From an optimization exercise on the open Yosys and OpenROAD flow, aimed at small area, a short achievable clock period and few clock cycles; shortcuts taken in it are not production practice.
RTL that was checked went through simulation tests only; none was proved equivalent to the original.
The RTL of runs 4 to 6 and 8 was laid out without a check of its function.
Power and IR drop assume default switching activity.

$ cat design/flow/design.v
`default_nettype none
module my_chip (
    input  logic [11:0] io_in,
    output logic [11:0] io_out,
    input  logic clock,
    input  logic reset
);
    localparam [11:0] BUBBLE = 12'h300;  
    logic [11:0] cmd;         
    logic [9:0]  rpc;         
    logic [11:0] xi;          
    logic [11:0] xa, xb;      
    logic        zf, pf;      
    logic [11:0] rf [0:15];   
    assign io_out = cmd;
    logic x_add, x_sub, x_and, x_or, x_xor, x_shl, x_shr, x_sra, x_not, x_li;
    logic x_we, x_fwe;
    wire [3:0] xop = xi[11:8];
    wire [3:0] xrd = xi[7:4];
    wire x_load  = (xop == 4'b0001);
    wire x_jump  = (xop == 4'b0010);
    wire x_store = (xop[3:1] == 3'b011);
    wire x_halt  = (xop == 4'b0000);
    logic [11:0] xa_rev, sh_in, sh_out, sh_rev;
    always_comb begin
        for (int i = 0; i < 12; i++) xa_rev[i] = xa[11 - i];
    end
    assign sh_in = x_shl ? xa_rev : xa;
    wire sh_fill = x_sra & xa[11];
    wire big = |xb[11:4] | (xb[3:0] >= 4'd12);
    wire [23:0] sh_w = {{12{sh_fill}}, sh_in} >> xb[3:0];
    always_comb begin
        sh_out = sh_w[11:0];
        if (big) sh_out = {12{sh_fill}};
        for (int i = 0; i < 12; i++) sh_rev[i] = sh_out[11 - i];
    end
    wire [11:0] add_a = xa ^ {12{x_sub}};
    wire [11:0] sum = add_a + xb + {11'b0, x_sub};
    wire [11:0] res = ({12{x_add | x_sub}} & sum)
                    | ({12{x_and}} & (xa & xb))
                    | ({12{x_or}}  & (xa | xb))
                    | ({12{x_xor}} & (xa ^ xb))
                    | ({12{x_shl}} & sh_rev)
                    | ({12{x_shr}} & sh_out)
                    | ({12{x_not}} & ~xb)
                    | ({12{x_li}}  & {8'b0, xi[3:0]});
    wire [11:0] ab_x = xa ^ xb;
    wire z_as  = ((add_a ^ xb) == {add_a[10:0] | xb[10:0], x_sub});
    wire z_and = ((xa & xb) == 12'b0);
    wire z_or  = ((xa | xb) == 12'b0);
    wire z_xor = (ab_x == 12'b0);
    wire z_not = (xb == 12'hFFF);
    wire z_sh  = (sh_out == 12'b0);
    wire res_z = ((x_add | x_sub) & z_as) | (x_xor & z_xor) | (x_and & z_and)
               | (x_or & z_or) | (x_not & z_not) | ((x_shl | x_shr) & z_sh);
    wire res_p = ~res[11] & ~res_z;
    wire zn = x_fwe ? res_z : zf;
    wire pn = x_fwe ? res_p : pf;
    wire fetch = cmd[11] & ~cmd[10] & ~x_load & ~x_jump;
    wire [3:0] iop = io_in[11:8];
    wire [3:0] ird = io_in[7:4];
    wire [3:0] irs = io_in[3:0];
    wire i_load  = (iop == 4'b0001);
    wire i_store = (iop[3:1] == 3'b011);
    wire i_halt  = (iop == 4'b0000);
    wire i_jump  = (iop == 4'b0010);
    wire i_br    = (iop == 4'b0011);
    wire [11:0] ra = (x_we && xrd == ird) ? res : rf[ird];
    wire [11:0] rb = (x_we && xrd == irs) ? res : rf[irs];
    wire br_taken = i_br & (io_in[7] ? pn : zn);
    wire [9:0] fa  = cmd[9:0];
    wire [9:0] fa1 = fa + 10'd1;
    wire [6:0] bg = fa1[6:0] & io_in[6:0];
    wire [6:0] bp = fa1[6:0] ^ io_in[6:0];
    wire [6:0] g1, p1, g2, p2, g3;
    genvar k;
    generate
        for (k = 0; k < 7; k++) begin : pfx
            if (k % 2 == 1) begin
                assign g1[k] = bg[k] | (bp[k] & bg[k-1]);
                assign p1[k] = bp[k] & bp[k-1];
            end else begin
                assign g1[k] = bg[k];
                assign p1[k] = bp[k];
            end
            if (k % 4 >= 2) begin
                assign g2[k] = g1[k] | (p1[k] & g1[(k/4)*4+1]);
                assign p2[k] = p1[k] & p1[(k/4)*4+1];
            end else begin
                assign g2[k] = g1[k];
                assign p2[k] = p1[k];
            end
            if (k >= 4) assign g3[k] = g2[k] | (p2[k] & g2[3]);
            else        assign g3[k] = g2[k];
        end
    endgenerate
    wire [6:0] lo = bp ^ {g3[5:0], 1'b0};
    wire c7 = g3[6];
    wire [2:0] hi_p = fa1[9:7] + 3'd1;
    wire [2:0] hi_m = fa1[9:7] - 3'd1;
    wire [2:0] hi = c7 ? (io_in[6] ? fa1[9:7] : hi_p)
                       : (io_in[6] ? hi_m : fa1[9:7]);
    wire [9:0] br_t = {hi, lo};
    wire [9:0] jp_t = rpc + xa[9:0];
    logic [11:0] cmd_n;
    logic [9:0]  rpc_n;
    logic [11:0] xi_n;
    always_comb begin
        cmd_n = cmd;
        rpc_n = rpc;
        xi_n  = BUBBLE;
        if (fetch) begin
            xi_n = io_in;
            rpc_n = fa1;
            if (i_load)       cmd_n = {2'b10, rb[9:0]};
            else if (i_store) cmd_n = {2'b00, rb[9:0]};
            else if (i_halt)  cmd_n = {2'b11, 10'b0};
            else if (i_jump)  cmd_n = {2'b10, fa1};
            else if (br_taken) cmd_n = {2'b10, br_t};
            else               cmd_n = {2'b10, fa1};
        end else if (x_halt) begin
            xi_n = xi;
        end else if (x_store & ~cmd[10]) begin
            cmd_n = {2'b01, 3'b000, xop[0], (xop[0] ? xa[11:6] : xa[5:0])};
        end else if (x_jump) begin
            cmd_n = {2'b10, jp_t};
        end else begin  
            cmd_n = {2'b10, rpc};
        end
    end
    always_ff @(posedge clock or posedge reset) begin
        if (reset) begin
            cmd <= {2'b10, 10'd0};
            rpc <= 10'd0;
            xi  <= BUBBLE;
            zf  <= 1'b0;
            pf  <= 1'b0;
        end else begin
            cmd <= cmd_n;
            rpc <= rpc_n;
            xi  <= xi_n;
            zf  <= zn;
            pf  <= pn;
        end
    end
    always_ff @(posedge clock) begin
        xa <= ra;
        xb <= rb;
    end
    wire [3:0] nop_ = xi_n[11:8];
    always_ff @(posedge clock or posedge reset) begin
        if (reset) begin
            {x_add, x_sub, x_and, x_or, x_xor, x_shl, x_shr, x_sra, x_not, x_li, x_we, x_fwe} <= '0;
        end else begin
            x_add <= (nop_ == 4'b1000);
            x_sub <= (nop_ == 4'b1001);
            x_and <= (nop_ == 4'b1010);
            x_or  <= (nop_ == 4'b1011);
            x_xor <= (nop_ == 4'b1100);
            x_shl <= (nop_ == 4'b1101);
            x_shr <= (nop_[3:1] == 3'b111);
            x_sra <= (nop_ == 4'b1111);
            x_not <= (nop_ == 4'b0101);
            x_li  <= (nop_ == 4'b0100);
            x_we  <= nop_[3] | (nop_[3:1] == 3'b010);
            x_fwe <= (nop_[3] | (nop_ == 4'b0101)) & (xi_n != 12'hB11);
        end
    end
    wire rf_we = x_we | x_load;
    wire [11:0] rf_wd = x_load ? io_in : res;
    always_ff @(posedge clock or posedge reset) begin
        if (reset) begin
            for (int i = 0; i < 16; i++) rf[i] <= 12'b0;
        end else if (rf_we) begin
            rf[xrd] <= rf_wd;
        end
    end
endmodule
`default_nettype wire
$ cat design/flow/flow/run.sh
#!/bin/bash
set -euo pipefail
bash standard.sh synth > synth.log 2>&1
bash standard.sh BUFFER_PORTS_ARGS="-buffer_cell sky130_fd_sc_hd__buf_2" finish > layout.log 2>&1
$ cat design/flow/standard.sh
#!/bin/bash
# synth_recipe.tcl (not shown) runs the flow's synth.tcl, then flattens the netlist and writes it again
# the make line also repeats each setting of config.mk as NAME=value (left out here)
make -C /OpenROAD-flow-scripts/flow DESIGN_CONFIG=/design/flow/config.mk WORK_HOME=/design/flow/orfs CLKGATE_MAP_FILE= SYNTH_SCRIPT=/design/flow/synth_recipe.tcl "${@:-finish}"
$ cat design/flow/config.mk
export PLATFORM = sky130hd
export DESIGN_NAME = my_chip
export DESIGN_NICKNAME = my_chip
export VERILOG_FILES = /design/flow/design.v
export SDC_FILE = /design/flow/constraint.sdc
export NUM_CORES = 4
export LEC_CHECK = 0
export ABC_AREA = 1
export CAP_MARGIN = 20
export CORE_MARGIN = 2
export CORE_UTILIZATION = 40
export CTS_BUF_LIST = sky130_fd_sc_hd__clkbuf_4 sky130_fd_sc_hd__clkbuf_8
export CTS_CLUSTER_SIZE = 25
export SETUP_SLACK_MARGIN = 5.0
export SLEW_MARGIN = 20
$ cat design/flow/constraint.sdc
create_clock -name core_clock -period 8.0 [get_ports {clock}]
set_input_delay 1.6000 -clock core_clock [delete_from_list [all_inputs] [get_ports {clock}]]
set_output_delay 1.6000 -clock core_clock [all_outputs]
set_load 0.01 [all_outputs]
==> results.ini, run 1 <==
[clock_network]
insertion_delay_ps=630
clock-sinks=264
path_clk_slew_ps=60
clk_path_buf_depth=3
numCtsBuffers=47
cts-htree-levels=2
cts_root_buffer=clkbuf_8
cts_tree=built

[critical_path]
startpoint_type=register
slowest_delay_ps=500
cp-end-kind=register
worstPathArrival_ps=3740
cp_max_fo=8
worstSetupPathType=register to register
cpMaxStageDelayCell=dfrtp_4
crit_chain=buf_12 -> buf_12 -> xnor2_4 -> ha_4 -> a21oi_4 -> nor2_2 -> a211oi_2 -> and3_4 -> nand2_2 -> nand2_2 -> nor2_2 -> nor2_4 -> nand3_4 -> nand3_4 -> buf_4 -> nand4_1 -> nand3_1 -> nand2_1 -> nand2_1 -> a21oi_2
cp_top_family=simple AND/OR/NAND/NOR gates
critPathBufInv=3
cp.required_ps=8500

[placed_design]
gp_congestion=1.05
port_buffers=25
dp_hpwl_mm=53.8
dp.cells=2723
dp_slack_ps=3250

[floorplan]
coreArea_sq_mm=0.0407
initial_core_util_pct=40.5
die-area_sq_mm=0.0429
pin_count=26
die_w_microns=207
rows=74
die_h_microns=207

[worst_hold_path]
hold_path_class=register to register

[final_layout]
final_layout_size_suffix_gt1_share_pct=24.6
nNetsFinal=2442
final_cell_mix=539 x nand2_1, 235 x dfrtp_1, 200 x inv_1, 198 x o21ai_0, 109 x buf_4
final_common_cell=nand2_1
final_cells=2930
area_delta_synth_final_pct=26.8
num_antenna_cells=0

[sta]
finalCritPeriodShare_pct=40.5
whs_ps=487
fin_crit_ps=3240
setup_tns_ps=0
finalClockSkew_ps=29.3
setup_viol=0
hold_viol_final=0
maxSlewViolCount=0
rsz0062_at_grt=true
timing.fmax_ghz=0.309
relSlewSlack_pct=37.7
worstMarginPinSlew_ps=933
setup_ws_ps=4760

[yosys]
syn_area_per_cell_sq_um=7.41
ys_seq_area_share_pct=39.4
ys_ff_latch=264
async_reset_ff_share_pct=90.9
post_synth_instance_area_sq_mm=0.0165
synth_ff_type=dfrtp_1
yosysWarnings=2
synth_edf_count=0
synth_nets=2307
syn_inst=2225
synth_cell_types=62

[pwr]
switching_power_mw=4.53
pwr-share-comb_pct=55.1
ir_drop_mv=0.222
total_power_mw=9.21
swShare_pct=49.2
leakagePower_nw=9.64
power_density_mw_per_mm2=441
internal_power_mw=4.68
pwr-share-seq_pct=30.1
clockPowerShare_pct=14.8

[grt]
grt_max_degree=111
track_usage_pct=34.0
antenna_found_initial=1
grt_overflow_total=0
grt_first_pass_wirelength_mm=110
grt_pass1_vias=16800

[detailed_routing]
wire_per_inst_microns=25.8
drt_first_iter_violations=1919
vias_per_cell=5.96
route.detailed.drc=0
drtAntennaViolNets=0
detail_route.first_pass.iterations=6
routed_wl_mm=75.5
dr_total_vias=17500

[outcome]
status=finished clean

[flow_run]
drv_cap=0

==> cell type report <==
type,instances,area [sq um]
clock buffer,79,943
clock inverter,8,71.3
fill,3978,19800
inverter,262,1050
multi-input combinational,1612,9990
sequential,264,6510
tap,532,666
timing repair buffer,173,1670
==> flip-flops by register name (all words and copies together) (netlist names) <==
signal  count
x_add       1
x_fwe       1
xb         12
x_or        1
pf          1
x_shl       1
rpc        10
x_and       1
rf        192
x_sub       1
zf          1
x_not       1
x_sra       1
x_xor       1
xa         12
x_we        1
x_li        1
x_shr       1
cmd        12
xi         12
==> power by group through the flow <==
stage / combinational, mW / clock, mW / sequential (mW)
after floorplan: 2.54 / 0 / 2.35
after global placement: 3.72 / 0 / 2.72
final: 5.07 / 1.36 / 2.77
after global routing: 5.45 / 1.44 / 2.81
after detailed placement: 3.76 / 0 / 2.71
after CTS: 4.52 / 1.38 / 2.73
==> per-stage QoR <==
stage | area [sq um] | utilization [%]
after global placement | 17300 | 42.4
after detailed placement | 17300 | 42.4
final | 20900 | 51.3
after CTS | 20100 | 49.3
after global routing | 20900 | 51.3
after floorplan | 16600 | -
==> logic make-up after synthesis <==
family,Yosys count,synth area share (%)
DFF,264,39.4
xor gates and xnor gates,35,1.86
adders and majority gates,68,5.39
AOI/OAI and AO/OA,572,20.9
buffers and inverters,351,8.26
and+or+nand+nor,935,24.2
==> synthesized netlist by cell type, types with 5 or more instances <==
library cell,n,area share (%)
o21ai_0,251,7.6
dfxtp_1,24,2.9
a2111oi_0,6,0.32
nand2_1,584,13
xnor2_1,19,1.0
inv_1,247,5.6
ha_1,63,4.8
o21ai_1,69,2.1
nor4_1,17,0.65
o221ai_1,7,0.37
dfrtp_1,237,36
inv_2,7,0.16
nand3_2,7,0.42
nor2_1,133,3.0
a21oi_2,11,0.58
a211oi_1,12,0.55
nand3_1,106,3.2
o2111ai_1,17,0.90
nor3_1,19,0.58
o211ai_1,8,0.36
buf_2,17,0.52
clkinv_1,8,0.18
fa_1,5,0.61
nand4_1,33,1.3
o21ai_2,8,0.42
nand2_2,7,0.27
a21oi_1,48,1.5
a221oi_1,53,2.8
xor2_1,16,0.85
nor2_2,11,0.42
clkbuf_1,65,1.5
o22ai_1,57,2.2
==> layer usage <==
metal  share of wire (%)  vias up  global-route usage (%)  routed length, microns
met2                  46      914                    54.7                   34700
met3                 7.0      249                    5.46                    5310
met5               0.024        -                       0                      18
met1                  41     8452                    43.8                   30700
li1                    -     7850                       -                       -
met4                 6.3        2                    19.1                    4790
==> worst paths after layout <==
| check | start | endpoint | slack, ps | cells past startpoint |
|---|---|---|---|---|
| max in group asynchronous | reset | rf[7][4]$_DFFE_PP0P_ | 5630 | 3 |
| min | rf[13][8]$_DFFE_PP0P_ | rf[13][8]$_DFFE_PP0P_ | 490 | 2 |
| min in group asynchronous | reset | rf[14][7]$_DFFE_PP0P_ | 1170 | 2 |
| max | x_sub$_DFF_PP0_ | cmd[7]$_DFFE_PP0P_ | 4760 | 20 |
| min reg2reg | rf[13][8]$_DFFE_PP0P_ | rf[13][8]$_DFFE_PP0P_ | 490 | 2 |
| max reg2reg | x_sub$_DFF_PP0_ | cmd[7]$_DFFE_PP0P_ | 4760 | 20 |
==> worst reg2reg max path, cell delays in order (launching register included) <==
cell      delay, ps
dfrtp_4         500
buf_12          170
buf_12          160
xnor2_4         210
ha_4            250
a21oi_4         130
nor2_2           50
a211oi_2        170
and3_4          240
nand2_2          50
nand2_2          70
nor2_2           60
nor2_4          210
nand3_4         120
nand3_4         170
buf_4           160
nand4_1          90
nand3_1          90
nand2_1          80
nand2_1          90
a21oi_2          50
==> repair_timing <==
| item | 4_1_cts | 5_1_grt |
|---|---|---|
| gates resized for setup | 264 | 165 |
| setup buffers | 83 | 29 |
| hold endpoints to repair | 0 | 0 |
| pin swaps | 66 | 52 |
| hold buffers | 0 | 0 |
| setup endpoints to repair | 240 | 195 |
| cloned | 5 | 3 |
Testbench counts, summed over its fixed seeds: cycles 144,292.
==> run 2, diff against run 1 <==
--- a/design/flow/config.mk
+++ b/design/flow/config.mk
@@ -13,3 +13,4 @@
 export CTS_CLUSTER_SIZE = 25
 export SETUP_SLACK_MARGIN = 5.0
 export SLEW_MARGIN = 20
+export TNS_END_PERCENT = 0
==> run 2 against run 1 <==
Net effect: clock-buffer cell count decreased by 7; final cell count shrank 2.0%; sequential cell count is the same; non-clock buffer count fell by 60; critical path type is now input pin to register; critical path depth down 11; first-iteration DRC count is 8.9% lower; fmax decreased by 0.92%; critical endpoint is now xa[6]$_DFF_P_; worst setup slack got worse by 30 ps; worst hold slack hardly changed; synthesized area stayed put.
==> results.ini, run 2 <==
[yosys]
synth_area_leaders=dfrtp_1 36%, nand2_1 13%, o21ai_0 7.6%, inv_1 5.6%, ha_1 4.8%
synth_edf_count=0
synth_nets=2307
ys_seq_area_share_pct=39.4
async_reset_ff_share_pct=90.9
ys_ff_latch=264
post_synth_instance_area_sq_mm=0.0165
syn_inst=2225
yosysWarnings=2
ys_top_cells_by_count=584 x nand2_1, 251 x o21ai_0, 247 x inv_1, 237 x dfrtp_1, 133 x nor2_1
synth_cell_types=62
yosysMostFrequentCell=nand2_1
synth_ff_type=dfrtp_1
yosysTopAreaCellShare_pct=36.0
synth_largest_area_cell=dfrtp_1
syn_area_per_cell_sq_um=7.41

[detailed_routing]
vias_per_cell=5.92
drt_first_iter_violations=1749
met3_length_mm=5.23
wire_per_inst_microns=25.2
drtAntennaViolNets=0
m1WireLength_mm=28.8
routed_wl_mm=72.5
route.detailed.drc=0
routed.top_layer=met5
dr_total_vias=17000
wl_met2_mm=32.9
detail_route.first_pass.iterations=7

[sta]
maxSlewViolCount=0
fin_crit_ps=3270
setup_ws_ps=4730
setup_viol=0
finalClockSkew_ps=69.0
relSlewSlack_pct=37.2
whs_ps=487
worstMarginPinSlew_ps=941
setup_tns_ps=0
finalCritPeriodShare_pct=40.9
hold_viol_final=0
timing.fmax_ghz=0.306
rsz0062_at_grt=true

[pwr]
total_power_mw=8.49
power_density_mw_per_mm2=432
leakagePower_nw=9.13
ir_drop_mv=0.205

[clock_network]
cts_hold_repair.buffers=0
numCtsBuffers=48
cts-htree-levels=2
cts_root_buffer=clkbuf_8
cts_tree=built
path_clk_slew_ps=60
clock-sinks=264
insertion_delay_ps=650
clk_path_buf_depth=3

[critical_path]
cp.required_ps=8420
worstSetupPathType=input pin to register
cpMaxStageDelayCell=nor3_1
cp_max_fo=9
worstPathArrival_ps=3690
crit_chain=buf_2 -> clkinv_1 -> nor2_1 -> inv_1 -> nor2_4 -> inv_1 -> o22ai_1 -> nor3_1 -> a41oi_1
cp_common_cell=inv_1
startpoint_type=input pin
slowest_delay_ps=610
cp-end-kind=register

[final_layout]
multiInputGateArea_sq_mm=0.00946
nNetsFinal=2385
final_cells=2872
seq_area_sq_mm=0.00651
final_common_cell=nand2_1
top_register=rf
largest_register_ffs=192
num_antenna_cells=0
area_delta_synth_final_pct=19.3
final_cell_mix=556 x nand2_1, 235 x dfrtp_1, 230 x o21ai_0, 220 x inv_1, 112 x nor2_1
final_util_pct=48.3
final_layout_size_suffix_gt1_share_pct=18.3
nFillCells=4087
fin_area_sq_mm=0.0197

[grt]
antenna_found_initial=2
grt_overflow_total=0
grt_first_pass_wirelength_mm=108
grt_max_degree=136
grt_pass1_vias=16700
track_usage_pct=33.3

[placed_design]
dpl_cell_area_sq_mm=0.0172
port_buffers=25
gp_congestion=1.04
dp.cells=2724
dp_hpwl_mm=52.2
dp_slack_ps=3190

[floorplan]
die-area_sq_mm=0.0429
rows=74
pin_count=26
die_w_microns=207
initial_core_util_pct=40.5
die_h_microns=207
coreArea_sq_mm=0.0407

[outcome]
status=finished clean

[flow_run]
drv_cap=0

[worst_hold_path]
hold_path_class=register to register

[run 2: changes by cell type in the layout (fill, tap and decap cells not counted), moves of 7 or more]
cell      before  now
clkbuf_4      23   12
inv_2         33   18
nor2_1       102  112
nand2_2       46   33
buf_4        109   72
nand2_1      539  556
inv_4         12    5
inv_1        200  220
o21ai_2       32    7
nor2_4        31   19
o21ai_0      198  230
buf_12        23    7
[run 2: worst max-delay path: cells and delay by family]
kind            cells  cell delay [ps]
simple gates        3              830
buf+inv             4              910
compound gates      2              340
[run 2: cell type report]
class	instances	share of cell area (%)
Sequential cell	264	33.1
Clock buffer	72	4.66
Multi-Input combinational cell	1614	48.1
Clock inverter	15	0.731
Timing Repair Buffer	113	4.78
Tap cell	532	3.38
Inverter	262	5.28
[run 2: metal layers]
layer	global-route usage, %	vias to the layer above
met4	22.5	4
met1	41.8	8165
met5	0	-
li1	-	7722
met3	5.29	282
met2	53.1	842
[run 2: repair_timing]
| action | CTS | global route |
|---|---|---|
| gates resized for setup | 219 | 27 |
| pin swaps | 45 | 15 |
| setup endpoints to repair | 238 | 226 |
| buffers inserted | 52 | 4 |
| cloned | 5 | 0 |
| endpoints found under the hold margin | 0 | 0 |
[run 2: power breakdown]
| part | internal, mW | switching, mW | leakage, nW | total (mW) |
|---|---|---|---|---|
| clock | 0.801 | 0.613 | 0.557 | 1.41 |
| sequential | 1.96 | 0.796 | 3.05 | 2.76 |
| combinational | 1.54 | 2.78 | 5.53 | 4.32 |
[run 2: final timing paths]
kind	from	cells after the start	slack (ps)	endpoint
max in group asynchronous	reset	3	5350	x_shl$_DFF_PP0_
min	rf[15][11]$_DFFE_PP0P_	2	490	rf[15][11]$_DFFE_PP0P_
max	io_in[6]	9	4730	xa[6]$_DFF_P_
max reg2reg	x_sub$_DFF_PP0_	17	4760	rf[7][10]$_DFFE_PP0P_
min reg2reg	rf[15][11]$_DFFE_PP0P_	2	490	rf[15][11]$_DFFE_PP0P_
min in group asynchronous	reset	2	1130	rf[10][10]$_DFFE_PP0P_
[run 2: cells by family (layout without fill, tap and decap cells)]
logic type	Yosys count	in the layout	synth area share [%]
buffers and inverters	351	462	8.26
xor gates and xnor gates	35	35	1.86
and+or+nand+nor	935	939	24.2
DFF	264	264	39.4
adders and majority gates	68	68	5.39
AOI/OAI and AO/OA	572	572	20.9
==> run 3, diff against run 2 <==
==> design/flow/config.mk (replaced) <==
export PLATFORM = sky130hd
export DESIGN_NAME = my_chip
export DESIGN_NICKNAME = my_chip
export VERILOG_FILES = /design/flow/design.v
export SDC_FILE = /design/flow/constraint.sdc
export NUM_CORES = 4
export LEC_CHECK = 0
export ABC_AREA = 1
export CAP_MARGIN = 20
export CORE_MARGIN = 2
export CORE_UTILIZATION = 40
export SETUP_SLACK_MARGIN = 4.5
export SLEW_MARGIN = 20
==> run 3 against run 2 <==
Net effect: design area fell by 4.5%; worst setup slack got worse by 210 ps; via count shrank 1.9%; clock-buffer cell count down 33; register-to-register slack worse by 160 ps; critical endpoint is now cmd[5]$_DFFE_PP0P_; largest cell class unchanged.
==> results.ini, run 3 <==
[outcome]
status=finished clean

[detailed_routing]
met3_length_mm=4.76
drtAntennaViolNets=0
wire_per_inst_microns=25.2
wl_met2_mm=32.2
route.detailed.drc=0
routed_wl_mm=70.7
vias_per_cell=5.94
drt_first_iter_violations=1844
m1WireLength_mm=28.9
dr_total_vias=16700
detail_route.first_pass.iterations=6
routed.top_layer=met5

[final_layout]
final_cell_mix=568 x nand2_1, 244 x o21ai_0, 235 x dfrtp_1, 228 x inv_1, 122 x nor2_1
nFillCells=4169
final_common_cell=nand2_1
area_delta_synth_final_pct=14.0
final_layout_size_suffix_gt1_share_pct=12.7
final_cells=2810
num_antenna_cells=0
top_register=rf
nNetsFinal=2340
fin_area_sq_mm=0.0188
largest_register_ffs=192

[sta]
timing.fmax_ghz=0.287
worstMarginPinSlew_ps=1070
whs_ps=486
finalClockSkew_ps=39.1
rsz0062_at_grt=true
relSlewSlack_pct=27.8
finalCritPeriodShare_pct=43.5
maxSlewViolCount=0
hold_viol_final=0
setup_viol=0
fin_crit_ps=3480
setup_tns_ps=0

[placed_design]
gp_congestion=1.04
dp_hpwl_mm=52.2
dpl_cell_area_sq_mm=0.0172
dp.cells=2724
port_buffers=25

[clock_network]
cts_tree=built
cts-htree-levels=1
cts_root_buffer=clkbuf_16
numCtsBuffers=30
clock-sinks=264
path_clk_slew_ps=60
clk_path_buf_depth=3
cts_hold_repair.buffers=0
insertion_delay_ps=600

[floorplan]
initial_core_util_pct=40.5
coreArea_sq_mm=0.0407
rows=74
die_w_microns=207
die_h_microns=207
pin_count=26
die-area_sq_mm=0.0429

[pwr]
total_power_mw=8.01
leakagePower_nw=8.79
power_density_mw_per_mm2=426
ir_drop_mv=0.214

[critical_path]
cp-end-kind=register
worstSetupPathType=input pin to register
startpoint_type=input pin
cp.required_ps=8440
cp_max_fo=8
r2r_cells=7
worstPathArrival_ps=3930

[yosys]
synth_largest_area_cell=dfrtp_1
synth_cell_types=62
synth_area_leaders=dfrtp_1 36%, nand2_1 13%, o21ai_0 7.6%, inv_1 5.6%, ha_1 4.8%
synth_ff_type=dfrtp_1
ys_top_cells_by_count=584 x nand2_1, 251 x o21ai_0, 247 x inv_1, 237 x dfrtp_1, 133 x nor2_1
synth_edf_count=0
syn_inst=2225
yosysTopAreaCellShare_pct=36.0
yosysMostFrequentCell=nand2_1
post_synth_instance_area_sq_mm=0.0165
synth_nets=2307
syn_area_per_cell_sq_um=7.41
ys_ff_latch=264
async_reset_ff_share_pct=90.9
ys_seq_area_share_pct=39.4
yosysWarnings=2

[grt]
grt_pass1_vias=16000
grt_max_degree=136
grt_overflow_total=0
antenna_found_initial=1
track_usage_pct=32.0
grt_first_pass_wirelength_mm=104

[worst_hold_path]
hold_path_class=register to register
whs_path_depth=2

[flow_run]
drv_cap=0

run 3: cell counts after synthesis:
Identical to the previous run, type by type.
run 3: stage by stage:
step	utilization [%]	setup slack, ps
2_1_floorplan	-	3250
5_1_grt	46.1	4290
4_1_cts	44.9	4400
3_5_place_dp	42.1	3190
6_report	46.1	4520
3_3_place_gp	42.1	2840
run 3: final timing paths:
kind | from | endpoint | slack (ps)
max reg2reg | xi[8]$_DFF_PP1_ | rf[3][1]$_DFFE_PP0P_ | 4600
min reg2reg | rf[1][1]$_DFFE_PP0P_ | rf[1][1]$_DFFE_PP0P_ | 490
max | io_in[3] | cmd[5]$_DFFE_PP0P_ | 4520
min in group asynchronous | reset | rf[14][4]$_DFFE_PP0P_ | 1150
max in group asynchronous | reset | x_shl$_DFF_PP0_ | 5290
min | rf[1][1]$_DFFE_PP0P_ | rf[1][1]$_DFFE_PP0P_ | 490
run 3: kinds of logic after synthesis:
group,count (synthesis),synth area share (%)
simple gates,935,24.2
compound gates,572,20.9
buf+inv,351,8.26
flops,264,39.4
fa+ha+maj,68,5.39
xor+xnor,35,1.86
run 3: power breakdown:
part	switching, mW	total (mW)	internal, mW	leakage [nW]
Combinational	2.62	3.91	1.29	5.27
Clock	0.596	1.36	0.767	0.476
Sequential	0.773	2.73	1.96	3.05
Total	3.99	8.01	4.02	8.79
run 3: what timing repair did:
action                                  CTS  global route
cloned                                    0             1
pin swaps                                 4             7
endpoints found under the setup margin  134           187
resized for setup                        36            85
buffers inserted                          7            26
hold endpoints to repair                  0             0
run 3: worst max-delay path, cell delays in order:
cell and delay, ps:
buf_2 140, inv_1 190, nor2_4 90, nand2_1 350, o22ai_1 190, a221oi_1 400, a31o_2 280, o21ai_0 230
o21ai_0 250, inv_1 70, nand2_1 80, a21oi_2 50
run 3: cell type report:
| cell class | count | area (sq um) | area share (%) |
|---|---|---|---|
| clock buffers | 39 | 835 | 4.44 |
| clock inverters | 13 | 125 | 0.666 |
| inverters | 262 | 1020 | 5.41 |
| multi-input cells | 1611 | 8990 | 47.9 |
| flip-flops and latches | 264 | 6510 | 34.6 |
| well taps | 532 | 666 | 3.54 |
| repair buffers | 89 | 649 | 3.46 |
run 3: per-layer routing:
metal  GRT usage [%]  up-vias
met2            51.0      777
met5               0        -
met1            41.2     8086
li1                -     7613
met3            4.64      219
met4            19.3        2
==> run 4, diff against run 3 <==
--- a/design/flow/design.v
+++ b/design/flow/design.v
@@ -102,6 +102,8 @@
                        : (io_in[6] ? hi_m : fa1[9:7]);
     wire [9:0] br_t = {hi, lo};
     wire [9:0] jp_t = rpc + xa[9:0];
+    wire [9:0] jp_li = fa1 + {6'b0, xi[3:0]};
+    wire jump_fwd = i_jump & x_li & (xrd == ird);
     logic [11:0] cmd_n;
     logic [9:0]  rpc_n;
     logic [11:0] xi_n;
@@ -115,6 +117,10 @@
             if (i_load)       cmd_n = {2'b10, rb[9:0]};
             else if (i_store) cmd_n = {2'b00, rb[9:0]};
             else if (i_halt)  cmd_n = {2'b11, 10'b0};
+            else if (jump_fwd) begin
+                cmd_n = {2'b10, jp_li};
+                xi_n  = BUBBLE;
+            end
             else if (i_jump)  cmd_n = {2'b10, fa1};
             else if (br_taken) cmd_n = {2'b10, br_t};
             else               cmd_n = {2'b10, fa1};
==> design/flow/run.sh (new file) <==
#!/bin/bash
# synth_recipe.tcl (not shown) runs the flow's synth.tcl, then flattens the netlist and writes it again
# the make line also repeats each setting of config.mk as NAME=value (left out here)
make -C /OpenROAD-flow-scripts/flow DESIGN_CONFIG=/design/flow/config.mk WORK_HOME=/design/flow/orfs CLKGATE_MAP_FILE= SYNTH_SCRIPT=/design/flow/synth_recipe.tcl finish
--- a/design/flow/config.mk
+++ b/design/flow/config.mk
@@ -9,5 +9,8 @@
 export CAP_MARGIN = 20
 export CORE_MARGIN = 2
 export CORE_UTILIZATION = 40
-export SETUP_SLACK_MARGIN = 4.5
+export CTS_BUF_LIST = sky130_fd_sc_hd__clkbuf_4 sky130_fd_sc_hd__clkbuf_8
+export CTS_CLUSTER_SIZE = 25
+export SETUP_SLACK_MARGIN = 5.0
 export SLEW_MARGIN = 20
+export TNS_END_PERCENT = 0
removed: design/flow/flow/run.sh
removed: design/flow/standard.sh
==> run 4 against run 3 <==
Net effect: fmax is 2.3% lower; still clean on timing, DRC and antenna; clock power is about 10% higher; die area is 0.84% higher; design area is 2.8% higher; largest cell class unchanged; critical path type unchanged; synthesized area is 0.86% higher; critical path depth is 1 higher; final cell count is 2.0% higher; via count is 0.68% higher; combinational power is 5.6% higher; sequential cell count stayed put; worst hold slack worse by 1.5 ps.
==> results.ini, run 4 <==
[yosys]
synth_cell_types=61
syn_area_per_cell_sq_um=7.33
yosysTopAreaCellShare_pct=35.7
yosysMostFrequentCell=nand2_1
syn_inst=2269
yosys.area_share.simple_pct=25.2
async_reset_ff_share_pct=90.9
synth_top_family_by_area=simple AND/OR/NAND/NOR gates
synth_area_leaders=dfrtp_1 36%, nand2_1 14%, o21ai_0 8.5%, inv_1 5.6%, ha_1 5.0%
yosys.area_share.adder_pct=5.76
synth-compound-area-share_pct=20.1
ys_ff_latch=264
yosysWarnings=2
synth_largest_area_cell=dfrtp_1
synth_nets=2356
post_synth_instance_area_sq_mm=0.0166
ys_seq_area_share_pct=39.0
synth_ff_type=dfrtp_1
synth_edf_count=0
muxShareOfSynthArea_pct=0.181
yosys.area_share.xor_xnor_pct=1.79
ys_top_cells_by_count=637 x nand2_1, 281 x o21ai_0, 247 x inv_1, 237 x dfrtp_1, 143 x nor2_1

[worst_hold_path]
hold_path_class=register to register
hp-start=rf[12][1]$_DFFE_PP0P_

[clock_network]
numCtsBuffers=48
cts-htree-levels=2
cts_root_buffer=clkbuf_8
clock-sinks=264
cts_tree=built
insertion_delay_ps=630
path_clk_slew_ps=60
clk_path_buf_depth=3
cts_hold_repair.buffers=0

[flow_run]
drv_cap=0

[sta]
rsz0062_at_grt=true
setup_viol=0
timing.fmax_ghz=0.280
maxSlewViolCount=0
relSlewSlack_pct=20.9
fin_crit_ps=3570
worstMarginPinSlew_ps=1180
finalCritPeriodShare_pct=44.6
finalClockSkew_ps=26.3
setup_tns_ps=0
hold_viol_final=0
whs_ps=485

[floorplan]
die-area_sq_mm=0.0432
pin_count=26
rows=74
die_w_microns=208
initial_core_util_pct=40.6
die_h_microns=208
coreArea_sq_mm=0.0409

[detailed_routing]
vias_per_cell=5.87
drtAntennaViolNets=0
detail_route.first_pass.iterations=6
drt_first_iter_violations=2026
routed_wl_mm=68.3
dr_total_vias=16800
route.detailed.drc=0
wire_per_inst_microns=23.8

[pwr]
ir_drop_mv=0.206
power_density_mw_per_mm2=434
leakagePower_nw=9.07

[critical_path]
startpoint=io_in[4]
cp.required_ps=8500
worstSetupPathType=input pin to register
worstPathArrival_ps=4060
startpoint_type=input pin
cp-end-kind=register
r2r-start=x_sub$_DFF_PP0_
cp_max_fo=8

[grt]
grt_max_degree=131
grt_overflow_total=0
track_usage_pct=31.2
antenna_found_initial=1
grt_pass1_vias=16500
grt_first_pass_wirelength_mm=103

[final_layout]
nNetsFinal=2383
largest_register_ffs=192
final_common_cell=nand2_1
area_delta_synth_final_pct=16.2
top_register=rf
final_layout_size_suffix_gt1_share_pct=13.1
final_cell_mix=618 x nand2_1, 267 x o21ai_0, 234 x dfrtp_1, 228 x inv_1, 119 x nor2_1
num_antenna_cells=0
final_util_pct=47.2

[placed_design]
gp_congestion=0.999
dp_hpwl_mm=50.8
port_buffers=25

[outcome]
status=finished clean

run 4: worst paths after layout:
check / endpoint / slack [ps] / depth (start not counted)
setup / recovery: xa[9]$_DFF_P_ / 4430 / 13
hold / removal: rf[12][1]$_DFFE_PP0P_ / 480 / 2
setup reg to reg: rf[11][10]$_DFFE_PP0P_ / 4440 / 22
hold reg to reg: rf[12][1]$_DFFE_PP0P_ / 480 / 2
max in group asynchronous: rf[15][8]$_DFFE_PP0P_ / 5090 / 3
min in group asynchronous: rf[4][2]$_DFFE_PP0P_ / 1480 / 2
run 4: power breakdown:
part | total (mW) | internal (mW) | leakage (nW) | switching, mW
Sequential | 2.76 | 1.96 | 3.04 | 0.800
Combinational | 4.13 | 1.43 | 5.44 | 2.71
Clock | 1.50 | 0.900 | 0.598 | 0.596
Total | 8.39 | 4.28 | 9.07 | 4.10
run 4: through the flow:
stage	setup WS, ps	power, mW	instance area (sq um)	cells
floorplan	3250	4.91	16600	2269
global placement	2770	6.41	17300	2749
detailed placement	2750	6.44	17300	2749
CTS	4590	8.21	19200	2862
global route	4280	8.96	19300	2866
finish	4430	8.39	19300	2866
run 4: worst max-delay path, stage by stage:
cell           delay (ps)
dlygate4sd2_1         350
inv_1                 180
nor2_1                 70
inv_2                 150
nor2_1                180
nand2_1               100
nand2_1                60
a221oi_1              300
o2111ai_1             280
a21oi_2               300
nand3_2               200
a21oi_1               200
o21ai_0                90
run 4: routing by layer:
metal  up-vias  share of wire, %  GRT usage [%]  routed length (microns)
li1       7749                 -              -                        -
met1      8063                42           40.5                    28400
met2       766                46           50.5                    31200
met3       232               6.9           4.85                     4730
met4         0               5.7           15.8                     3890
met5         -                 0              0                        0
run 4: kinds of logic after synthesis:
family	count (synthesis)
simple gates	998
compound gates	555
buf+inv	342
flops	264
fa+ha+maj	73
xor+xnor	34
mux	3
run 4: final cells by class:
class	instances	area, sq um
clock buffers	73	923
clock inverters	15	206
fillers	4150	21600
inverters	252	970
multi-input cells	1663	9380
flip-flops and latches	264	6500
well taps	532	666
repair buffers	67	673
run 4: repair_timing:
| item | 4_1_cts | 5_1_grt |
|---|---|---|
| gates cloned | 0 | 1 |
| pin swaps | 16 | 10 |
| resized for setup | 156 | 34 |
| setup buffers | 25 | 3 |
| setup endpoints to repair | 260 | 331 |
==> run 5, diff against run 4 <==
--- a/design/flow/config.mk
+++ b/design/flow/config.mk
@@ -11,6 +11,6 @@
 export CORE_UTILIZATION = 40
 export CTS_BUF_LIST = sky130_fd_sc_hd__clkbuf_4 sky130_fd_sc_hd__clkbuf_8
 export CTS_CLUSTER_SIZE = 25
-export SETUP_SLACK_MARGIN = 5.0
+export SETUP_SLACK_MARGIN = 4.5
 export SLEW_MARGIN = 20
 export TNS_END_PERCENT = 0
==> run 5 against run 4 <==
Net effect: power shrank 1.3%; synthesized cell count stayed put; worst hold slack about the same; critical endpoint unchanged; largest power group unchanged.
==> results.ini, run 5 <==
[grt]
grt_max_degree=131
track_usage_pct=31.0
antenna_found_initial=1
grt_first_pass_wirelength_mm=102
grt_pass1_vias=16300
grt_overflow_total=0

[clock_network]
numCtsBuffers=48
cts-htree-levels=2
cts_root_buffer=clkbuf_8
clock-sinks=264
path_clk_slew_ps=60
insertion_delay_ps=620
clk_path_buf_depth=3
cts_tree=built

[final_layout]
fin_area_sq_mm=0.0192
final_cells=2868
final_cell_mix=625 x nand2_1, 275 x o21ai_0, 235 x dfrtp_1, 233 x inv_1, 119 x nor2_1
largest_register_ffs=192
num_antenna_cells=0
top_register=rf
final_layout_size_suffix_gt1_share_pct=11.8
final_common_cell=nand2_1
area_delta_synth_final_pct=15.5
nNetsFinal=2385

[pwr]
leakagePower_nw=9.06
ir_drop_mv=0.207
power_density_mw_per_mm2=431

[detailed_routing]
detail_route.first_pass.iterations=9
met3_length_mm=4.59
route.detailed.drc=0
m1WireLength_mm=28.2
vias_per_cell=5.87
drtAntennaViolNets=0
wl_met2_mm=31.2
routed_wl_mm=67.7
dr_total_vias=16800
drt_first_iter_violations=2052
wire_per_inst_microns=23.6
routed.top_layer=met4

[critical_path]
worstPathArrival_ps=4160
r2r_cells=7
cp_max_fo=8
cp-end-kind=register
worstSetupPathType=input pin to register
startpoint_type=input pin
cp.required_ps=8480

[floorplan]
die_w_microns=208
initial_core_util_pct=40.6
die-area_sq_mm=0.0432
pin_count=26
rows=74
coreArea_sq_mm=0.0409
die_h_microns=208

[sta]
finalCritPeriodShare_pct=45.9
setup_viol=0
fin_crit_ps=3670
setup_tns_ps=0
finalClockSkew_ps=20.8
maxSlewViolCount=0
relSlewSlack_pct=20.9
timing.fmax_ghz=0.272
whs_ps=485
hold_viol_final=0
rsz0062_at_grt=true
worstMarginPinSlew_ps=1180

[yosys]
syn_area_per_cell_sq_um=7.33
ys_top_cells_by_count=637 x nand2_1, 281 x o21ai_0, 247 x inv_1, 237 x dfrtp_1, 143 x nor2_1
synth_largest_area_cell=dfrtp_1
synth_area_leaders=dfrtp_1 36%, nand2_1 14%, o21ai_0 8.5%, inv_1 5.6%, ha_1 5.0%
synth_ff_type=dfrtp_1
synth_cell_types=61
ys_seq_area_share_pct=39.0
yosysTopAreaCellShare_pct=35.7
yosysMostFrequentCell=nand2_1
post_synth_instance_area_sq_mm=0.0166
synth_edf_count=0
yosysWarnings=2
ys_ff_latch=264
syn_inst=2269
async_reset_ff_share_pct=90.9
synth_nets=2356

[flow_run]
drv_cap=0

[worst_hold_path]
whs_path_depth=2
hold_path_class=register to register

[placed_design]
port_buffers=25
gp_congestion=0.999
dp.cells=2749
dp_hpwl_mm=50.8
dpl_cell_area_sq_mm=0.0173

[outcome]
status=finished clean

## run 5: cell counts after synthesis
Identical to the previous run, type by type.
## run 5: repair_timing
action | in CTS | in global routing
gates resized for setup | 90 | 57
hold endpoints to repair | 0 | 0
buffers inserted | 6 | 25
setup endpoints to repair | 231 | 226
pin swaps | 5 | 10
hold buffers | 0 | 0
gates cloned | 0 | 0
## run 5: logic make-up (layout without fill, tap and decap cells)
logic type                 count (synthesis)  count (layout)  synth area share [%]
adders and majority gates                 73              73                  5.76
and+or+nand+nor                          998             998                  25.2
xor gates and xnor gates                  34              34                  1.79
AOI/OAI and AO/OA                        555             555                  20.1
muxes                                      3               3                 0.181
buffers and inverters                    342             409                  7.93
DFF                                      264             264                  39.0
## run 5: per-layer routing
layer,vias up,global-route usage (%)
met5,-,0
met4,0,16.2
met3,218,5.16
met2,775,49.8
met1,8092,40.1
li1,7745,-
## run 5: report_power, final
group / switching (mW) / internal, mW / total, mW
clock: 0.592 / 0.900 / 1.49
sequential: 0.797 / 1.96 / 2.75
combinational: 2.65 / 1.38 / 4.03
## run 5: path summary, 6_finish.rpt
check	from	endpoint	slack [ps]
setup / recovery	io_in[4]	xa[9]$_DFF_P_	4330
hold / removal	rf[2][10]$_DFFE_PP0P_	rf[2][10]$_DFFE_PP0P_	480
setup reg to reg	xi[8]$_DFF_PP1_	rf[1][7]$_DFFE_PP0P_	4490
hold reg to reg	rf[2][10]$_DFFE_PP0P_	rf[2][10]$_DFFE_PP0P_	480
max in group asynchronous	reset	rf[13][8]$_DFFE_PP0P_	5080
min in group asynchronous	reset	rf[4][2]$_DFFE_PP0P_	1480
## run 5: area by class of cell
type                       instances  area [sq um]
tap                              532           666
clock inverter                    15           206
fill                            4147         21700
sequential                       264          6510
timing repair buffer              69           648
inverter                         252           970
multi-input combinational       1663          9280
clock buffer                      73           923
## run 5: stage by stage
stage / setup slack (ps) / utilization, % / power (mW)
2_1_floorplan: 3250 / - / 4.91
3_3_place_gp: 2770 / 42.3 / 6.41
3_5_place_dp: 2750 / 42.3 / 6.44
4_1_cts: 4270 / 46.0 / 8.09
5_1_grt: 4250 / 46.9 / 8.86
6_report: 4330 / 46.9 / 8.28
## run 5: critical path, stage by stage
cell           delay, ps
dlygate4sd2_1        340
inv_1                180
nor2_1                60
inv_1                240
nor2_1               220
nand2_1              100
nand2_1               60
a221oi_1             290
o2111ai_1            270
a21oi_2              300
nand3_2              210
a21oi_1              190
o21ai_0               90
==> run 6, diff against run 5 <==
--- a/design/flow/config.mk
+++ b/design/flow/config.mk
@@ -11,6 +11,6 @@
 export CORE_UTILIZATION = 40
 export CTS_BUF_LIST = sky130_fd_sc_hd__clkbuf_4 sky130_fd_sc_hd__clkbuf_8
 export CTS_CLUSTER_SIZE = 25
-export SETUP_SLACK_MARGIN = 4.5
+export SETUP_SLACK_MARGIN = 5.0
 export SLEW_MARGIN = 20
-export TNS_END_PERCENT = 0
+export TNS_END_PERCENT = 10
==> run 6 against run 5 <==
Net effect: still clean; die area did not move; sequential cell count did not move; critical path depth rose by 9; worst hold slack barely moved; clock skew fell by 1.4 ps; non-clock buffer count rose by 32; combinational power rose by 9.7%; via count rose by 1.4%; utilization rose by 1.9 points; final cell count rose by 1.2%; largest power group unchanged.
==> results.ini, run 6 <==
[worst_hold_path]
min_to=rf[2][10]$_DFFE_PP0P_
whs_path_depth=2
hp-start=rf[2][10]$_DFFE_PP0P_
hold_path_class=register to register

[yosys]
synth_cell_types=61
synth_edf_count=0
syn_inst=2269
ys_top_cells_by_count=637 x nand2_1, 281 x o21ai_0, 247 x inv_1, 237 x dfrtp_1, 143 x nor2_1
synth_area_leaders=dfrtp_1 36%, nand2_1 14%, o21ai_0 8.5%, inv_1 5.6%, ha_1 5.0%
ys_seq_area_share_pct=39.0
yosysTopAreaCellShare_pct=35.7
syn_area_per_cell_sq_um=7.33
synth_nets=2356
async_reset_ff_share_pct=90.9
synth_ff_type=dfrtp_1
yosysWarnings=2
ys_ff_latch=264
synth_largest_area_cell=dfrtp_1
post_synth_instance_area_sq_mm=0.0166
yosysMostFrequentCell=nand2_1

[grt]
grt_max_degree=131
track_usage_pct=31.4
grt_pass1_vias=16700
grt_first_pass_wirelength_mm=104
antenna_found_initial=1
grt_overflow_total=0

[floorplan]
rows=74
initial_core_util_pct=40.6
coreArea_sq_mm=0.0409
die_w_microns=208
die_h_microns=208
die-area_sq_mm=0.0432
pin_count=26

[sta]
finalClockSkew_ps=19.4
fin_crit_ps=3500
finalCritPeriodShare_pct=43.8
timing.fmax_ghz=0.286
setup_tns_ps=0
relSlewSlack_pct=33.5
worstMarginPinSlew_ps=997
maxSlewViolCount=0
rsz0062_at_grt=true
setup_ws_ps=4500
hold_viol_final=0
setup_viol=0

[clock_network]
cts-htree-levels=2
path_clk_slew_ps=60
cts_root_buffer=clkbuf_8
cts_hold_repair.buffers=0
clock-sinks=264
insertion_delay_ps=620
clk_path_buf_depth=3
numCtsBuffers=48
cts_tree=built

[critical_path]
cpMaxStageDelayCell=dfrtp_4
cp-end-kind=register
slowest_delay_ps=560
cp.required_ps=8480
crit_chain=xnor2_4 -> inv_2 -> fa_2 -> nand2_2 -> inv_2 -> o21ai_2 -> nand2_1 -> nand2_1 -> nand2_1 -> nand2_2 -> a21oi_2 -> or2_1 -> a21oi_2 -> or2_1 -> nand2_2 -> a21oi_2 -> nand2_1 -> nand3_2 -> nand4_1 -> nand2_4 -> clkbuf_16 -> o21ai_2
timing.rr.end=rf[9][10]$_DFFE_PP0P_
r2r_cells=22
reg2reg_slack_ps=4500
r2r-start=x_sub$_DFF_PP0_
cp_common_cell=nand2_1
cp_max_fo=6
worstSetupPathType=register to register
startpoint_type=register
worstPathArrival_ps=3980

[final_layout]
final_common_cell=nand2_1
seq_area_sq_mm=0.00651
area_delta_synth_final_pct=20.2
num_antenna_cells=0
nFillCells=4079
top_register=rf
nNetsFinal=2418
multiInputGateArea_sq_mm=0.00972
final_cell_mix=612 x nand2_1, 262 x o21ai_0, 234 x dfrtp_1, 219 x inv_1, 114 x nor2_1
final_layout_size_suffix_gt1_share_pct=16.7
largest_register_ffs=192

[pwr]
ir_drop_mv=0.201
power_density_mw_per_mm2=435
leakagePower_nw=9.34
total_power_mw=8.68

[placed_design]
dp_hpwl_mm=50.8
dp_slack_ps=2750
gp_congestion=0.999
port_buffers=25

[detailed_routing]
drt_first_iter_violations=1974
wire_per_inst_microns=23.7
dr_total_vias=17100
vias_per_cell=5.88
routed_wl_mm=68.8
detail_route.first_pass.iterations=8
drtAntennaViolNets=0
route.detailed.drc=0

[flow_run]
drv_cap=0

[outcome]
status=finished clean

run 6: logic make-up (layout without fill, tap and decap cells):
family / after synthesis / count (layout) / synth area share [%]
DFF: 264 / 264 / 39.0
adders and majority gates: 73 / 73 / 5.76
xor gates and xnor gates: 34 / 34 / 1.79
and+or+nand+nor: 998 / 999 / 25.2
buffers and inverters: 342 / 441 / 7.93
AOI/OAI and AO/OA: 555 / 555 / 20.1
muxes: 3 / 3 / 0.181
run 6: report_power, final:
part	internal (mW)	total [mW]	leakage (nW)	switching (mW)
combinational	1.60	4.42	5.70	2.82
clock	0.900	1.49	0.598	0.594
sequential	1.96	2.77	3.04	0.808
total	4.46	8.68	9.34	4.22
run 6: worst max-delay path by stage:
stage	from	end	cells past startpoint
2_1_floorplan	reset	cmd[0]$_DFFE_PP0P_	1
3_3_place_gp	io_in[0]	cmd[7]$_DFFE_PP0P_	13
3_5_place_dp	io_in[0]	cmd[7]$_DFFE_PP0P_	13
4_1_cts	cmd[2]$_DFFE_PP0P_	io_out[2]	1
5_1_grt	x_sub$_DFF_PP0_	rf[0][10]$_DFFE_PP0P_	22
6_report	x_sub$_DFF_PP0_	rf[9][10]$_DFFE_PP0P_	22
run 6: through the flow:
stage	instance area (sq um)	std cells	hold slack [ps]	util, %
3_3_place_gp	17300	2749	468	42.3
3_5_place_dp	17300	2749	473	42.3
2_1_floorplan	16600	2269	453	-
5_1_grt	20000	2901	512	48.8
6_report	20000	2901	485	48.8
4_1_cts	19700	2893	489	48.2
run 6: worst max-delay path, delay by kind of cell (launching register included):
family                   cells  cell delay (ps)
AO/OA/AOI/OAI                5              490
AND/OR/NAND/NOR             12             1440
adder cells (fa/ha/maj)      1              370
flip-flops                   1              560
XOR/XNOR                     1              200
buffers and inverters        3              290
run 6: area by class of cell:
class | instances | area share (%)
well taps | 532 | 3.33
repair buffers | 101 | 4.85
flip-flops and latches | 264 | 32.6
clock inverters | 15 | 1.03
clock buffers | 73 | 4.62
multi-input cells | 1664 | 48.7
inverters | 252 | 4.92
run 6: what timing repair did:
item	in CTS	in global routing
setup buffers	55	7
gates resized for setup	244	47
endpoints found under the setup margin	260	313
pin swaps	49	14
gates cloned	1	1
run 6: layer usage:
layer | wire [microns] | global-route usage [%]
met2 | 31600 | 51.4
met3 | 4900 | 4.59
met1 | 28300 | 40.7
met5 | 0 | 0
met4 | 3990 | 15.8
==> run 7, diff against run 6 <==
--- a/design/flow/design.v
+++ b/design/flow/design.v
@@ -102,8 +102,6 @@
                        : (io_in[6] ? hi_m : fa1[9:7]);
     wire [9:0] br_t = {hi, lo};
     wire [9:0] jp_t = rpc + xa[9:0];
-    wire [9:0] jp_li = fa1 + {6'b0, xi[3:0]};
-    wire jump_fwd = i_jump & x_li & (xrd == ird);
     logic [11:0] cmd_n;
     logic [9:0]  rpc_n;
     logic [11:0] xi_n;
@@ -117,10 +115,6 @@
             if (i_load)       cmd_n = {2'b10, rb[9:0]};
             else if (i_store) cmd_n = {2'b00, rb[9:0]};
             else if (i_halt)  cmd_n = {2'b11, 10'b0};
-            else if (jump_fwd) begin
-                cmd_n = {2'b10, jp_li};
-                xi_n  = BUBBLE;
-            end
             else if (i_jump)  cmd_n = {2'b10, fa1};
             else if (br_taken) cmd_n = {2'b10, br_t};
             else               cmd_n = {2'b10, fa1};
==> run 7 against run 6 <==
Net effect: sequential power about the same; design area increased by 2.9%; final cell count increased by 0.65%; global-route usage increased by 1.8 points; wire length increased by 8.0%; sequential cell count unchanged; highest routed layer unchanged; worst setup slack improved by 280 ps; still clean; clock skew increased by 32 ps; clock power decreased by about 10%; sequential share of layout area decreased by 0.88 points; synthesized area decreased by 0.85%; critical endpoint is now io_out[4]; critical path depth decreased by 21.
==> results.ini, run 7 <==
[outcome]
status=finished clean

[sta]
timing.fmax_ghz=0.310
setup_tns_ps=0
finalClockSkew_ps=51.5
rsz0062_at_grt=true
setup_viol=0
finalCritPeriodShare_pct=40.3
hold_viol_final=0
relSlewSlack_pct=29.8
maxSlewViolCount=0
fin_crit_ps=3220
worstMarginPinSlew_ps=1050

[detailed_routing]
wl_met2_mm=33.9
drtAntennaViolNets=0
m1WireLength_mm=29.7
detail_route.first_pass.iterations=6
wire_per_inst_microns=25.4
routed.top_layer=met4
route.detailed.drc=0
dr_total_vias=17400
routed_wl_mm=74.2
met3_length_mm=5.27
vias_per_cell=5.95
drt_first_iter_violations=1758

[clock_network]
path_clk_slew_ps=60
cts_tree=built
clk_path_buf_depth=3
cts_hold_repair.buffers=0
insertion_delay_ps=650
cts-htree-levels=2
cts_root_buffer=clkbuf_8
clock-sinks=264
numCtsBuffers=46

[floorplan]
die_h_microns=207
coreArea_sq_mm=0.0407
pin_count=26
rows=74
die_w_microns=207
die-area_sq_mm=0.0429
initial_core_util_pct=40.5

[final_layout]
top_register=rf
final_common_cell=nand2_1
final_cells=2920
nNetsFinal=2432
final_cell_mix=553 x nand2_1, 230 x dfrtp_1, 216 x o21ai_0, 208 x inv_1, 107 x nor2_1
largest_register_ffs=192
area_delta_synth_final_pct=24.6
final_layout_size_suffix_gt1_share_pct=21.4

[pwr]
swShare_pct=49.4
clockPowerShare_pct=15.0
switching_power_mw=4.43
pwr-share-comb_pct=54.1
pwr-share-seq_pct=30.9
internal_power_mw=4.54
ir_drop_mv=0.175
leakagePower_nw=9.49
power_density_mw_per_mm2=436

[grt]
grt_overflow_total=0
track_usage_pct=33.3
grt_first_pass_wirelength_mm=108
antenna_found_initial=1
grt_pass1_vias=16700
grt_max_degree=131

[critical_path]
startpoint=cmd[4]$_DFFE_PP0P_
r2r-start=x_sub$_DFF_PP0_
startpoint_type=register
slowest_delay_ps=570
cp_top_family=buffers and inverters
cpMaxStageDelayCell=clkdlybuf4s50_1
cp_max_fo=3
cp-end-kind=output port
crit_chain=clkdlybuf4s50_1
worstSetupPathType=register to output port
worstPathArrival_ps=1620
critPathBufInv=1
cp.required_ps=6400

[yosys]
synth_nets=2307
synth_area_leaders=dfrtp_1 36%, nand2_1 13%, o21ai_0 7.6%, inv_1 5.6%, ha_1 4.8%
synth_cell_types=62
yosysMostFrequentCell=nand2_1
post_synth_instance_area_sq_mm=0.0165
synth_ff_type=dfrtp_1
syn_inst=2225
syn_area_per_cell_sq_um=7.41
synth_edf_count=0
ys_top_cells_by_count=584 x nand2_1, 251 x o21ai_0, 247 x inv_1, 237 x dfrtp_1, 133 x nor2_1
async_reset_ff_share_pct=90.9
yosysTopAreaCellShare_pct=36.0
synth_largest_area_cell=dfrtp_1
ys_ff_latch=264
ys_seq_area_share_pct=39.4
yosysWarnings=2

[worst_hold_path]
hp-start=rf[2][6]$_DFFE_PP0P_
hold_path_class=register to register

[placed_design]
dp_hpwl_mm=52.4
port_buffers=25
dp.cells=2721
gp_congestion=1.05

[flow_run]
drv_cap=0

## run 7: cell types whose count changed in the layout (fill, tap and decap cells not counted), sizes merged, moves of 6 or more
cell | before | now
clkinv | 8 | 14
nor3 | 27 | 21
a22o | 11 | 1
o22ai | 43 | 57
xor2 | 10 | 16
clkbuf | 75 | 81
nand2 | 646 | 592
buf | 78 | 139
o21ai | 312 | 328
## run 7: worst paths after layout
check                                        end  slack (ps)  depth (start not counted)
max                                    io_out[4]        4780                          1
min                         rf[2][6]$_DFFE_PP0P_         490                          2
max in group asynchronous   rf[0][8]$_DFFE_PP0P_        5410                          3
max reg2reg                 rf[9][6]$_DFFE_PP0P_        4790                         15
min reg2reg                 rf[2][6]$_DFFE_PP0P_         490                          2
min in group asynchronous  rf[11][4]$_DFFE_PP0P_        1490                          2
## run 7: tightest hold or removal path: cells and delay by family (launching register included)
kind	cells	cell delay, ps
DFF	1	340
and+or+nand+nor	1	70
AOI/OAI and AO/OA	1	50
## run 7: cell families after synthesis
family	Yosys count	synth area share, %
AOI/OAI and AO/OA	572	20.9
xor gates and xnor gates	35	1.86
adders and majority gates	68	5.39
buffers and inverters	351	8.26
DFF	264	39.4
and+or+nand+nor	935	24.2
## run 7: area by class of cell
class | instances | area, sq um
repair buffers | 162 | 1570
inverters | 262 | 1040
well taps | 532 | 666
fillers | 4056 | 20200
repair inverters | 1 | 5.00
clock inverters | 10 | 67.6
flip-flops and latches | 264 | 6520
multi-input cells | 1613 | 9760
clock buffers | 75 | 926
diodes | 1 | 2.50
## run 7: stage by stage
step | hold slack [ps] | total power, mW | utilization (%) | instance area (sq um) | setup WS (ps)
5_1_grt | 496 | 9.49 | 50.4 | 20500 | 4700
3_3_place_gp | 470 | 6.38 | 42.4 | 17300 | 2360
4_1_cts | 490 | 8.27 | 47.8 | 19500 | 4740
3_5_place_dp | 475 | 6.42 | 42.4 | 17300 | 2690
2_1_floorplan | 453 | 4.85 | - | 16500 | 3250
6_report | 485 | 8.96 | 50.4 | 20600 | 4780
## run 7: power by group through the flow
stage	Clock, mW	Combinational, mW	Sequential (mW)
finish	1.34	4.85	2.77
global route	1.43	5.26	2.80
CTS	1.36	4.21	2.71
detailed placement	0	3.71	2.71
global placement	0	3.66	2.71
floorplan	0	2.50	2.35
## run 7: repair_timing
item                                    4_1_cts  5_1_grt
buffers inserted                             62       42
endpoints found under the setup margin      307      329
gates resized for setup                     219      169
pin swaps                                    24       58
cloned                                        2        7
## run 7: per-layer routing
metal | GRT usage (%) | vias to the layer above
met5 | 0 | -
met4 | 20.3 | 0
met3 | 4.75 | 293
met2 | 53.9 | 861
met1 | 42.1 | 8386
li1 | - | 7834
Testbench counts of run 7, summed over its fixed seeds: cycles 144,292.
==> run 8, diff against run 7 <==
--- a/design/flow/design.v
+++ b/design/flow/design.v
@@ -18,7 +18,8 @@
     wire [3:0] xop = xi[11:8];
     wire [3:0] xrd = xi[7:4];
     wire x_load  = (xop == 4'b0001);
-    wire x_jump  = (xop == 4'b0010);
+    logic x_jdone;            
+    wire x_jump  = (xop == 4'b0010) & ~x_jdone;
     wire x_store = (xop[3:1] == 3'b011);
     wire x_halt  = (xop == 4'b0000);
     logic [11:0] xa_rev, sh_in, sh_out, sh_rev;
@@ -102,6 +103,8 @@
                        : (io_in[6] ? hi_m : fa1[9:7]);
     wire [9:0] br_t = {hi, lo};
     wire [9:0] jp_t = rpc + xa[9:0];
+    wire [9:0] jp_li = fa1 + {6'b0, xi[3:0]};
+    wire jump_fwd = i_jump & x_li & (xrd == ird);
     logic [11:0] cmd_n;
     logic [9:0]  rpc_n;
     logic [11:0] xi_n;
@@ -115,6 +118,7 @@
             if (i_load)       cmd_n = {2'b10, rb[9:0]};
             else if (i_store) cmd_n = {2'b00, rb[9:0]};
             else if (i_halt)  cmd_n = {2'b11, 10'b0};
+            else if (jump_fwd) cmd_n = {2'b10, jp_li};
             else if (i_jump)  cmd_n = {2'b10, fa1};
             else if (br_taken) cmd_n = {2'b10, br_t};
             else               cmd_n = {2'b10, fa1};
@@ -131,12 +135,14 @@
     always_ff @(posedge clock or posedge reset) begin
         if (reset) begin
             cmd <= {2'b10, 10'd0};
+            x_jdone <= 1'b0;
             rpc <= 10'd0;
             xi  <= BUBBLE;
             zf  <= 1'b0;
             pf  <= 1'b0;
         end else begin
             cmd <= cmd_n;
+            x_jdone <= fetch & jump_fwd;
             rpc <= rpc_n;
             xi  <= xi_n;
             zf  <= zn;
--- a/design/flow/config.mk
+++ b/design/flow/config.mk
@@ -13,4 +13,4 @@
 export CTS_CLUSTER_SIZE = 25
 export SETUP_SLACK_MARGIN = 5.0
 export SLEW_MARGIN = 20
-export TNS_END_PERCENT = 10
+export TNS_END_PERCENT = 0
==> run 8 against run 7 <==
Net effect: clock power rose by 9%; worst hold slack worse by 1.5 ps; global-route usage is 1.6 points lower; worst setup slack got worse by 90 ps; critical path depth increased by 11; clock skew fell by 13 ps; synthesized area rose by 2.7%.
==> results.ini, run 8 <==
[clock_network]
cts_tree=built
insertion_delay_ps=640
numCtsBuffers=47
cts-htree-levels=2
clock-sinks=265
cts_root_buffer=clkbuf_8
path_clk_slew_ps=60
clk_path_buf_depth=3

[critical_path]
startpoint_type=input pin
worstPathArrival_ps=3810
cp_max_fo=10
cp.required_ps=8490
worstSetupPathType=input pin to register
cp-end-kind=register
r2r-start=xa[7]$_DFF_P_
timing.rr.end=cmd[4]$_DFFE_PP0P_
reg2reg_slack_ps=4740
startpoint=io_in[4]
r2r_cells=19

[final_layout]
fin_area_sq_mm=0.0202
seq_area_sq_mm=0.00655
nNetsFinal=2449
multiInputGateArea_sq_mm=0.00982
num_antenna_cells=0
largest_register_ffs=192
top_register=rf
final_cell_mix=613 x nand2_1, 254 x o21ai_0, 245 x inv_1, 227 x dfrtp_1, 125 x nor2_1
nFillCells=4195
area_delta_synth_final_pct=19.2
final_common_cell=nand2_1
final_layout_size_suffix_gt1_share_pct=16.5

[worst_hold_path]
hold_path_class=register to register
hp-start=rf[11][0]$_DFFE_PP0P_
min_to=rf[11][0]$_DFFE_PP0P_
whs_path_depth=2

[yosys]
ys_ff_latch=265
synth_area_leaders=dfrtp_1 35%, nand2_1 14%, o21ai_0 7.8%, inv_1 5.9%, ha_1 5.0%
post_synth_instance_area_sq_mm=0.0169
yosysWarnings=2
async_reset_ff_share_pct=90.9
ys_seq_area_share_pct=38.5
yosysMostFrequentCell=nand2_1
syn_inst=2293
syn_area_per_cell_sq_um=7.38
synth_largest_area_cell=dfrtp_1
synth_edf_count=0
synth_ff_type=dfrtp_1
yosysTopAreaCellShare_pct=35.2
ys_top_cells_by_count=623 x nand2_1, 268 x inv_1, 263 x o21ai_0, 238 x dfrtp_1, 148 x nor2_1
synth_cell_types=61
synth_nets=2380

[grt]
grt_first_pass_wirelength_mm=105
grt_max_degree=128
grt_pass1_vias=16700
grt_overflow_total=0
antenna_found_initial=0
track_usage_pct=31.6

[sta]
setup_tns_ps=0
maxSlewViolCount=0
finalClockSkew_ps=38.1
fin_crit_ps=3320
relSlewSlack_pct=30.8
whs_ps=484
timing.fmax_ghz=0.302
setup_ws_ps=4680
rsz0062_at_grt=true
finalCritPeriodShare_pct=41.4
setup_viol=0
worstMarginPinSlew_ps=1040
hold_viol_final=0

[floorplan]
die_w_microns=210
pin_count=26
die_h_microns=210
rows=75
initial_core_util_pct=40.4
die-area_sq_mm=0.0440
coreArea_sq_mm=0.0419

[detailed_routing]
vias_per_cell=5.85
wire_per_inst_microns=23.7
routed_wl_mm=69.6
drtAntennaViolNets=0
dr_total_vias=17200
detail_route.first_pass.iterations=5
route.detailed.drc=0
drt_first_iter_violations=1969

[placed_design]
dp_slack_ps=2820
dp_hpwl_mm=51.3
gp_congestion=1.01
dpl_cell_area_sq_mm=0.0176
port_buffers=25

[flow_run]
drv_cap=0

[pwr]
ir_drop_mv=0.218
power_density_mw_per_mm2=445
leakagePower_nw=9.24

[outcome]
status=finished clean

-- run 8: changes by cell type in the layout (fill, tap and decap cells not counted), moves of 10 or more --
cell / previous run / this run
o21ai_0: 216 / 254
inv_1: 208 / 245
o22ai_1: 56 / 33
a21oi_1: 40 / 60
nand2_2: 35 / 19
o21ai_2: 20 / 7
nor2_1: 107 / 125
buf_6: 15 / 3
a221oi_1: 46 / 60
nor3_1: 11 / 21
buf_4: 105 / 67
nand2_1: 553 / 613
o21ai_1: 85 / 30
-- run 8: cells by family (layout without fill, tap and decap cells) --
family | after synthesis | in the layout | synth area share, %
and+or+nand+nor | 997 | 999 | 25.1
AOI/OAI and AO/OA | 547 | 548 | 19.8
buffers and inverters | 369 | 471 | 8.76
DFF | 265 | 265 | 38.5
adders and majority gates | 73 | 73 | 5.66
xor gates and xnor gates | 38 | 38 | 1.97
muxes | 4 | 4 | 0.237
-- run 8: what timing repair did --
item                                    4_1_cts  5_1_grt
endpoints found under the setup margin      315      322
pin swaps                                    31       38
hold buffers                                  0        0
gates resized for setup                     188       81
endpoints found under the hold margin         0        0
setup buffers                                35       21
gates cloned                                  2        1
-- run 8: worst max-delay path: stages --
cell and delay, ps:
clkdlybuf4s15_2 280, inv_2 150, nor2_1 70, inv_1 190
nor2_1 70, buf_4 200, nand2_1 80, o21ai_0 70
a221oi_1 410, nand4_1 280, a21oi_1 260, o21ai_0 140
-- run 8: layer usage --
layer | vias up | routed length [microns] | global-route usage [%]
met5 | - | 0 | 0
met4 | 0 | 3760 | 15.1
met3 | 219 | 4620 | 4.01
met2 | 844 | 33400 | 54.2
met1 | 8209 | 27800 | 39.6
li1 | 7900 | - | -
-- run 8: layout make-up --
cell class	instances	area share, %
multi-input cells	1662	48.7
flip-flops and latches	265	32.5
inverters	282	5.45
repair buffers	104	4.73
clock buffers	68	4.27
well taps	539	3.34
clock inverters	17	1.10
-- run 8: worst max-delay path by stage --
stage                               to  slack (ps)  depth (start not counted)
floorplan           cmd[0]$_DFFE_PP0P_        3240                          1
global placement    cmd[5]$_DFFE_PP0P_        2860                         15
detailed placement  cmd[5]$_DFFE_PP0P_        2820                         15
CTS                 cmd[0]$_DFFE_PP0P_        4780                         14
global route        cmd[9]$_DFFE_PP0P_        4560                         20
finish                   xa[1]$_DFF_P_        4680                         12
-- run 8: where the power goes --
group          total [mW]  switching, mW  internal [mW]  leakage [nW]
Clock                1.46          0.602          0.856         0.565
Sequential           2.83          0.849           1.98          3.13
Combinational        4.69           3.00           1.69          5.54
-- run 8: metrics by stage --
stage / util (%) / instances / power, mW
after floorplan: - / 2293 / 5.14
after detailed placement: 42.1 / 2793 / 6.71
after global routing: 48.2 / 2937 / 9.54
final: 48.2 / 2937 / 8.97
after CTS: 46.8 / 2915 / 8.64
after global placement: 42.1 / 2793 / 6.66

port drivers added, routing unchanged:
In the flow no input, the clock included, has a driving cell. The finished layouts below were timed again as built, in two steps. Step 1, drivers: a clkbuf_16 drives clock and a buf_2 each remaining input, both assumed. Step 2 moves the port delays by t, midway between the first and last clock arrival at a register: inputs arrive t later, outputs are due t later. That takes back most of the time a late clock gives input paths. Three values: ideal, step 1, step 2; two values: the first two.
run	shift t [ns]	setup slack, ns	worst setup path at the end	pins driven straight from the clock port
run 1	0.673	4.760 / 4.760 / 4.149	input to register	1
run 2	0.666	4.730 / 4.763 / 4.096	input to register	1
run 3	0.644	4.516 / 4.541 / 3.897	input to register	1
run 4	0.661	4.433 / 4.438 / 3.777	input to register	1
run 5	0.663	4.328 / 4.358 / 3.696	input to register	1
run 6	0.661	4.498 / 4.498 / 3.856	input to register	1
run 7	0.677	4.775 / 4.726 / 4.167	input to register	1
run 8	0.668	4.685 / 4.712 / 4.044	input to register	1
After both steps every run listed still meets setup and hold. The setup slack of run 4, which loses most, moves by +0.005 ns with the drivers and by -0.656 ns with both steps.
